Source: an optimization exercise on an open RTL-to-GDS flow (aim: small area and a short achievable clock period). Production flows keep margins and buffers that such runs may drop. The RTL of this run was laid out without a check of its function. No activity file was given, so power comes from the tool's default toggle rates.

==> design/flow/config.mk <==
export PLATFORM = sky130hd
export DESIGN_NAME = MIPS
export DESIGN_NICKNAME = MIPS
export VERILOG_FILES = /design/flow/design.v
export SDC_FILE = /design/flow/constraint.sdc
export NUM_CORES = 4
export LEC_CHECK = 0
export CAP_MARGIN = 20
export CORE_MARGIN = 2
export CORE_UTILIZATION = 40
export SLEW_MARGIN = 20
==> design/flow/constraint.sdc <==
create_clock -name core_clock -period 10.0 [get_ports {clk}]
set_input_delay 2.0000 -clock core_clock [delete_from_list [all_inputs] [get_ports {clk}]]
set_output_delay 2.0000 -clock core_clock [all_outputs]
set_load 0.01 [all_outputs]
==> design/flow/design.v <==
module MIPS (clk, rst, pc_rom, inst_rom, ram_size, ram_read, ram_write, ram_data, ram_word, ram_adr);
  input clk, rst;
  input [31:0] inst_rom;
  input [31:0] ram_word;
  output [31:0] pc_rom;
  output [1:0] ram_size;
  output ram_read, ram_write;
  output [31:0] ram_data;
  output [31:0] ram_adr;
  reg [31:2] pc;
  reg [31:0] id_inst;
  reg [31:2] id_pc;
  reg        ex_we, ex_mrd, ex_mwr;
  reg [1:0]  ex_msz;
  reg        ex_useimm, ex_sub, ex_ovf;
  reg        ex_add, ex_and, ex_or, ex_xor, ex_nor, ex_slt, ex_sll, ex_srl, ex_sra, ex_lui;
  reg [15:0] ex_imm;
  reg [4:0]  ex_rt, ex_wreg;
  reg [31:0] ex_d1, ex_d2;
  reg        ex_fa_m, ex_fa_w, ex_fa_d, ex_fb_m, ex_fb_w, ex_fb_d;
  reg        mem_we, mem_rd, mem_wr;
  reg [1:0]  mem_sz;
  reg [4:0]  mem_wreg;
  reg [31:0] mem_res, mem_sd;
  reg        wb_we;
  reg [4:0]  wb_wreg;
  reg [31:0] wb_data;
  reg [31:0] rf [0:31];
  reg [31:0] rf_valid;
  assign ram_size  = mem_sz;
  assign ram_read  = mem_rd;
  assign ram_write = mem_wr;
  assign ram_adr   = mem_res;
  assign ram_data  = mem_sd;
  wire [31:0] mem_data = mem_rd ? ram_word : mem_res;
  always @(posedge clk) begin
    if (mem_we) rf[mem_wreg] <= mem_data;
  end
  integer k;
  always @(posedge clk or posedge rst) begin
    if (rst) rf_valid <= 32'b0;
    else if (mem_we)
      for (k = 0; k < 32; k = k + 1)
        if (mem_wreg == k) rf_valid[k] <= 1'b1;
  end
  always @(posedge clk or posedge rst) begin
    if (rst) wb_we <= 1'b0;
    else wb_we <= mem_we;
  end
  always @(posedge clk) begin
    wb_wreg <= mem_wreg;
    wb_data <= mem_data;
  end
  wire [5:0] op = id_inst[31:26];
  wire [5:0] fn = id_inst[5:0];
  wire [4:0] rs = id_inst[25:21];
  wire [4:0] rt = id_inst[20:16];
  wire [4:0] rd = id_inst[15:11];
  wire [31:0] rdA = rf_valid[rs] ? rf[rs] : 32'b0;
  wire [31:0] rdB = rf_valid[rt] ? rf[rt] : 32'b0;
  wire isR    = op == 6'b000000;
  wire isJ    = op == 6'b000010;
  wire isJAL  = op == 6'b000011;
  wire isBEQ  = op == 6'b000100;
  wire isBNE  = op == 6'b000101;
  wire isADDI = op == 6'b001000 || op == 6'b001001;
  wire isSLTI = op == 6'b001010 || op == 6'b001011;
  wire isANDI = op == 6'b001100;
  wire isORI  = op == 6'b001101;
  wire isLUI  = op == 6'b001111;
  wire isLB   = op == 6'b100000;
  wire isLW   = op == 6'b100011;
  wire isLHU  = op == 6'b100101;
  wire isLBU  = op == 6'b100100;
  wire isSB   = op == 6'b101000;
  wire isSH   = op == 6'b101001;
  wire isSW   = op == 6'b101011;
  wire isLoad  = isLB | isLW | isLHU | isLBU;
  wire isStore = isSB | isSH | isSW;
  wire fSLL  = fn == 6'd0 || fn == 6'd4;
  wire fSRL  = fn == 6'd2 || fn == 6'd6;
  wire fSRA  = fn == 6'd3 || fn == 6'd7;
  wire fADD  = fn == 6'd32 || fn == 6'd33;
  wire fSUB  = fn == 6'd34;
  wire fAND  = fn == 6'd36;
  wire fOR   = fn == 6'd37;
  wire fXOR  = fn == 6'd38;
  wire fNOR  = fn == 6'd39;
  wire fSLT  = fn == 6'd42;
  wire fShamt = fn[5:2] == 4'b0000;    
  wire stall = ex_mrd & ((ex_rt == rs) | (ex_rt == rt));
  wire over;
  wire eq = rdA == rdB;
  wire br_raw = (isBEQ & eq) | (isBNE & ~eq) | isJ | isJAL;
  wire br = br_raw & ~over;            
  wire [31:2] target = (isJ | isJAL) ? {id_pc[31:28], id_inst[25:0]}
                                     : {id_pc[31:16], id_pc[15:2] + id_inst[13:0]};
  wire kill = stall | over;
  wire [4:0] wreg = isJAL ? 5'd31 : (isR ? rd : rt);
  wire noFwdA = isJAL | (isR & fShamt);
  wire [31:3] link_hi = id_pc[31:3] + 29'd1;
  wire [31:0] d1 = isJAL ? {link_hi, id_pc[2], 2'b00}
                 : (isR & fShamt) ? {27'b0, id_inst[10:6]} : rdA;
  wire exw  = ex_we & ~over & (ex_wreg != 5'd0);
  wire memw = mem_we & (mem_wreg != 5'd0);
  wire fa_m = ~noFwdA & exw & (ex_wreg == rs);
  wire fa_w = ~noFwdA & ~fa_m & memw & (mem_wreg == rs);
  wire fb_m = exw & (ex_wreg == rt);
  wire fb_w = ~fb_m & memw & (mem_wreg == rt);
  always @(posedge clk or posedge rst) begin
    if (rst) begin
      ex_we <= 1'b0; ex_mrd <= 1'b0; ex_mwr <= 1'b0; ex_msz <= 2'b0;
      ex_useimm <= 1'b0; ex_sub <= 1'b0; ex_ovf <= 1'b0;
      ex_add <= 1'b0; ex_and <= 1'b0; ex_or <= 1'b0; ex_xor <= 1'b0; ex_nor <= 1'b0;
      ex_slt <= 1'b0; ex_sll <= 1'b0; ex_srl <= 1'b0; ex_sra <= 1'b0; ex_lui <= 1'b0;
    end else begin
      ex_we     <= ~kill & (isR | isADDI | isSLTI | isANDI | isORI | isLUI | isLoad | isJAL);
      ex_mrd    <= ~kill & isLoad;
      ex_mwr    <= ~kill & isStore;
      ex_msz    <= kill ? 2'b00 : {isLHU | isLBU | isSH, isLB | isLBU | isSB};
      ex_useimm <= ~kill & (isADDI | isSLTI | isANDI | isORI | isLUI | isLoad | isStore | isJAL);
      ex_sub    <= ~kill & ((isR & (fSUB | fSLT)) | isSLTI);
      ex_ovf    <= ~kill & isR & (fADD & ~fn[0] | fSUB);
      ex_add    <= ~kill & ((isR & (fADD | fSUB)) | isADDI | isLoad | isStore | isJAL);
      ex_and    <= ~kill & ((isR & fAND) | isANDI);
      ex_or     <= ~kill & ((isR & fOR) | isORI);
      ex_xor    <= ~kill & isR & fXOR;
      ex_nor    <= ~kill & isR & fNOR;
      ex_slt    <= ~kill & ((isR & fSLT) | isSLTI);
      ex_sll    <= ~kill & isR & fSLL;
      ex_srl    <= ~kill & isR & fSRL;
      ex_sra    <= ~kill & isR & fSRA;
      ex_lui    <= ~kill & isLUI;
    end
  end
  always @(posedge clk) begin
    ex_imm  <= isJAL ? 16'b0 : id_inst[15:0];
    ex_rt   <= rt;
    ex_wreg <= wreg;
    ex_d1   <= d1;
    ex_d2   <= rdB;
    ex_fa_m <= fa_m; ex_fa_w <= fa_w; ex_fa_d <= ~fa_m & ~fa_w;
    ex_fb_m <= fb_m; ex_fb_w <= fb_w; ex_fb_d <= ~fb_m & ~fb_w;
  end
  assign pc_rom = {pc, 2'b00};
  always @(posedge clk or posedge rst) begin
    if (rst) begin
      pc <= 30'b0;
      id_inst <= 32'b0;
    end else if (~stall) begin
      pc <= br ? target : pc + 30'd1;
      id_inst <= br ? 32'b0 : inst_rom;
    end
  end
  always @(posedge clk) id_pc <= pc;
  wire [31:0] op1  = ({32{ex_fa_m}} & mem_res) | ({32{ex_fa_w}} & wb_data) | ({32{ex_fa_d}} & ex_d1);
  wire [31:0] op21 = ({32{ex_fb_m}} & mem_res) | ({32{ex_fb_w}} & wb_data) | ({32{ex_fb_d}} & ex_d2);
  wire [31:0] op2  = ex_useimm ? {16'b0, ex_imm} : op21;
  wire [31:0] sum = op1 + (op2 ^ {32{ex_sub}}) + {31'b0, ex_sub};
  wire lt = (op1[31] ^ op2[31]) ? op1[31] : sum[31];
  function [31:0] rev32(input [31:0] x);
    integer i;
    for (i = 0; i < 32; i = i + 1) rev32[i] = x[31 - i];
  endfunction
  wire        big  = |op1[31:5];
  wire        fill = ex_sra & op2[31];
  wire [31:0] shin = ex_sll ? rev32(op2) : op2;
  wire signed [32:0] shx = $signed({fill, shin}) >>> op1[4:0];
  wire [31:0] shr  = big ? {32{fill}} : shx[31:0];
  wire [31:0] shres = ex_sll ? rev32(shr) : shr;
  wire [31:0] res = ({32{ex_add}} & sum)
                  | ({32{ex_and}} & (op1 & op2))
                  | ({32{ex_or}}  & (op1 | op2))
                  | ({32{ex_xor}} & (op1 ^ op2))
                  | ({32{ex_nor}} & ~(op1 | op2))
                  | {31'b0, ex_slt & lt}
                  | ({32{ex_sll | ex_srl | ex_sra}} & shres)
                  | ({32{ex_lui}} & {ex_imm, 16'b0});
  assign over = ex_ovf & (op1[31] == op2[31]) & (sum[31] != op1[31]);
  always @(posedge clk or posedge rst) begin
    if (rst) begin
      mem_we <= 1'b0; mem_rd <= 1'b0; mem_wr <= 1'b0; mem_sz <= 2'b0;
    end else begin
      mem_we <= ex_we & ~over;
      mem_rd <= ex_mrd;
      mem_wr <= ex_mwr;
      mem_sz <= ex_msz;
    end
  end
  always @(posedge clk) begin
    mem_wreg <= ex_wreg;
    mem_res  <= res;
    mem_sd   <= op21;
  end
endmodule
==> design/flow/run.sh <==
#!/bin/bash
# synth_recipe.tcl (not shown) runs the flow's synth.tcl, then flattens the netlist and writes it again
# the make line also repeats each setting of config.mk as NAME=value (left out here)
make -C /OpenROAD-flow-scripts/flow DESIGN_CONFIG=/design/flow/config.mk WORK_HOME=/design/flow/orfs CLKGATE_MAP_FILE= SYNTH_SCRIPT=/design/flow/synth_recipe.tcl finish
==> results.txt <==
layout make-up:
type                       instances  area (um^2)
fill                           15000        93700
sequential                      1368        38300
multi-input combinational       3004        28300
clock buffer                     201         4130
tap                             2233         2790
timing repair buffer             284         2640
clock inverter                    72          627
inverter                         137          517
antenna                            4         10.0
worst reg2reg max path, stage by stage, from the launching register on:
cell,delay [ns]
dfrtp_4,0.78
buf_4,0.76
and3b_2,0.35
buf_4,0.32
a22oi_1,0.30
nand2_1,0.10
nor3_1,0.98
a21oi_1,0.16
o22ai_1,0.22
o22ai_1,0.16
nor4_2,0.62
nand3_1,0.17
mux2i_1,0.19
o21ai_2,0.13
nor2_4,0.15
buf_4,0.52
a21oi_1,0.17
a311o_1,0.35
worst max path at each step:
| stage | to | slack (ns) | cells after the start |
|---|---|---|---|
| floorplan | ex_add$_DFF_PP0_ | 4.90 | 1 |
| global placement | pc[14]$_DFFE_PP0N_ | 3.79 | 14 |
| detailed placement | id_inst[19]$_DFFE_PP0N_ | 3.65 | 13 |
| CTS | pc[14]$_DFFE_PP0N_ | 3.62 | 14 |
| global route | pc[21]$_DFFE_PP0N_ | 3.15 | 14 |
| finish | pc[21]$_DFFE_PP0N_ | 3.44 | 17 |
synth_stat cells (43+ instances only):
master    instances
nand2_1         340
mux2i_1         297
mux2_2           67
clkbuf_1        144
o21ai_0         174
ha_1            109
a22oi_1         188
o22ai_1          66
nand3_1          69
a21oi_1         142
buf_4            43
a222oi_1         60
mux4_2          451
dfxtp_1         227
nor2_1          239
xnor2_1          70
buf_2            71
dfrtp_1         117
xor2_1           72
edfxtp_1       1024
buf_6            48
inv_1           129
o211ai_1         52
metrics by stage:
step | setup slack, ns | util
final | 3.44 | 0.452
after global routing | 3.15 | 0.452
after CTS | 3.62 | 0.452
after detailed placement | 3.65 | 0.424
after global placement | 3.79 | 0.424
after floorplan | 4.90 | -
sequential cells by signal, indices dropped and copies added, names as in the netlist, 2 cells and up:
register,flops
ex_d1,32
ex_msz,2
id_inst,32
rf,1024
mem_res,32
wb_data,32
mem_sd,32
mem_sz,2
ex_d2,32
ex_rt,5
mem_wreg,5
rf_valid,32
ex_wreg,5
pc,30
id_pc,30
ex_imm,16
layer usage:
metal  share of wire  routed length [um]  vias to the layer above  track usage
met5         0.00012                  30                        -            0
met4           0.058               14400                        4        0.142
met3           0.099               24900                      651       0.0613
met2            0.46              116000                     2979        0.441
met1            0.38               95200                    24600        0.368
li1                -                   -                    19500            -
kinds of logic (layout without fill, tap and decap cells):
group | Yosys count | in the layout | synth area share
adder cells (fa/ha/maj) | 111 | 111 | 0.0205
multiplexers | 816 | 816 | 0.203
buffers and inverters | 473 | 694 | 0.0353
AND/OR/NAND/NOR | 984 | 984 | 0.0701
other | 1 | 6 | 0.0000546
AO/OA/AOI/OAI | 949 | 949 | 0.0963
XOR/XNOR | 142 | 142 | 0.0181
flip-flops | 1368 | 1368 | 0.557
power by group through the flow:
stage / Sequential [mW] / Combinational [mW] / Clock [mW]
finish: 7.02 / 3.73 / 5.38
global placement: 7.11 / 3.62 / 0
global route: 7.04 / 3.93 / 5.67
detailed placement: 7.12 / 3.64 / 0
CTS: 7.00 / 3.65 / 5.44
floorplan: 6.95 / 2.30 / 0
==> run_results.csv <==
group,metric,value,unit
clocking,clk_pin_slew,0.06,ns
worst_setup_path,required,10.66,ns
die,die_x,418,um
die,die-area,0.175,mm^2
power_and_ir_drop,internal_power,11.0,mW
global_routing,antenna_found_initial,16,
min_path,hp-start,"ex_msz[1]$_DFF_PP0_",
cells_and_area,fin_cells,7303,
detailed_routing,firstDrtPassIters,12,
yosys,avgSynthCellArea,14.2,um^2
clocking,tritoncts,"done",
worst_setup_path,setup.worst_path.start,"id_inst[24]$_DFFE_PP0N_",
detailed_routing,num_vias,47800,
yosys,yosys-top-cells-area,"edfxtp_1, mux4_2, dfxtp_1, mux2i_1, dfrtp_1",
worst_setup_path,critPathKind,"reg -> reg",
placed_design,place_area,0.0725,mm^2
min_path,hp-class,"reg -> reg",
clocking,h-tree-depth,4,
detailed_routing,drc,0,
sta,rsz0062_at_grt,"no",
cells_and_area,drive_gt1_frac,0.193,
sta,post-route-min-period,6.56,ns
placed_design,place.gp.congestion,0.965,
worst_setup_path,path_max_fanout,50,
worst_setup_path,r2r_slack,3.44,ns
detailed_routing,final_antenna_net_count,0,
power_and_ir_drop,max-vdd-ir-drop,129,uV
placed_design,io_buffers,163,
yosys,syn_inst,4844,
clocking,cts_max_path_buffers,3,
cells_and_area,fin_nets,5122,
worst_setup_path,cp-start-kind,"flip-flop",
sta,setup_viol,0,
die,start_util,0.401,
cells_and_area,final_common_cell,"edfxtp_1",
worst_setup_path,r2r-start,"id_inst[24]$_DFFE_PP0N_",
clocking,clk_latency,0.80,ns
global_routing,grt_pass1_wl,349000,um
global_routing,gr-total-overflow,0,
power_and_ir_drop,powerDensity,209,mW/mm^2
sta,max_freq,153,MHz
worst_setup_path,max_stage_delay,0.98,ns
power_and_ir_drop,clockPowerShare,0.334,
power_and_ir_drop,power,16.1,mW
sta,slew_headroom,0.157,
cells_and_area,syn_to_final_growth,12.6,%
detailed_routing,wl_per_cell,34.2,um
clocking,post-cts-setup-buffer-count,0,
run,cap_violations,0,
die,coreArea,0.171,mm^2
outcome,status,"timing/DRC/antenna clean",
global_routing,track_usage,0.281,
power_and_ir_drop,p_sw,5.09,mW
placed_design,dp_cells,7025,
power_and_ir_drop,p_comb_frac,0.231,
detailed_routing,drt_wl_total,250000,um
die,die_h,418,um
worst_setup_path,crit_buf_inv,3,
worst_setup_path,crit_path_cell_trace,"buf_4 > and3b_2 > buf_4 > a22oi_1 > nand2_1 > nor3_1 > a21oi_1 > o22ai_1 > o22ai_1 > nor4_2 > nand3_1 > mux2i_1 > o21ai_2 > nor2_4 > buf_4 > a21oi_1 > a311o_1",
worst_setup_path,timing.rr.end,"pc[21]$_DFFE_PP0N_",
sta,drv_slew,0,
min_path,hold_end,"mem_sz[1]$_DFF_PP0_",
yosys,synth_edf_count,1024,
worst_setup_path,arrival,7.21,ns
min_path,holdPathStages,0,
sta,tightest_slew,1.26,ns
power_and_ir_drop,cellLeakagePower,27.5,nW
worst_setup_path,worstRegToRegCells,17,
worst_setup_path,slowest_stage,"nor3_1",
power_and_ir_drop,pwr-share-seq,0.435,
sta,post-route-period-util,0.656,
yosys,synth_top_cell_area_share,0.448,
yosys,synthFlopType,"edfxtp_1",
sta,setup_tns,0,ns
cells_and_area,layout_common_cells,"edfxtp_1, mux4_2, nand2_1",
sta,holdWs,0.346,ns
clocking,cts_hold_buf,0,
yosys,synthesis.area,0.0686,mm^2
worst_setup_path,worst_path_most_repeated_cell,"buf_4",
power_and_ir_drop,p_sw_frac,0.316,
yosys,synthArstFlopShare,0.0855,
die,io_pins,166,
sta,hold_viol,0,
global_routing,first_global_vias,46100,
yosys,ys_seq_area_frac,0.557,
worst_setup_path,endpoint_kind,"flip-flop",
detailed_routing,routed_via_density,6.54,
yosys,yosysTopAreaCell,"edfxtp_1",
die,rows,152,
clocking,clock-sinks,1368,
clocking,root_buffer,"clkbuf_16",
global_routing,grt_max_degree,128,
worst_setup_path,cpLargestDelayFamily,"simple AND/OR/NAND/NOR gates",
yosys,ys_seq_elements,1368,
detailed_routing,first_iter_violations,7330,
yosys,yosysWarnings,1,
sta,finalClockSkew,0.0362,ns
yosys,ys_types,97,
cells_and_area,finalInstanceArea,0.0773,mm^2
clocking,cts_buffers,150,
placed_design,post-dp-hpwl,161000,um
clocking,ctsResizeCount,0,

-- separate check: timing with driven ports --
No port has a modelled driver above. Below, the same layout with a new extraction and two added sets of constraints.
Step 1 assumes that a clkbuf_16 drives the clock port and a buf_2 every other input.
Step 2 adds t to the input delays and takes it off the output delays; t is the mean of the earliest and latest rising clock arrival at the registers after step 1. Input paths then give back, and output paths get back, about the clock's delay inside the block.
Three values: ideal ports, drivers, drivers and shift; two values: the first two.
shift t [ns]: 0.864
slack for setup (ns): 3.445 / 3.445 / 3.445
worst setup path at the end: register to register
After both steps this run still meets setup and hold. The setup slack of this run moves by 0.000 ns with the drivers and by 0.000 ns with both steps.
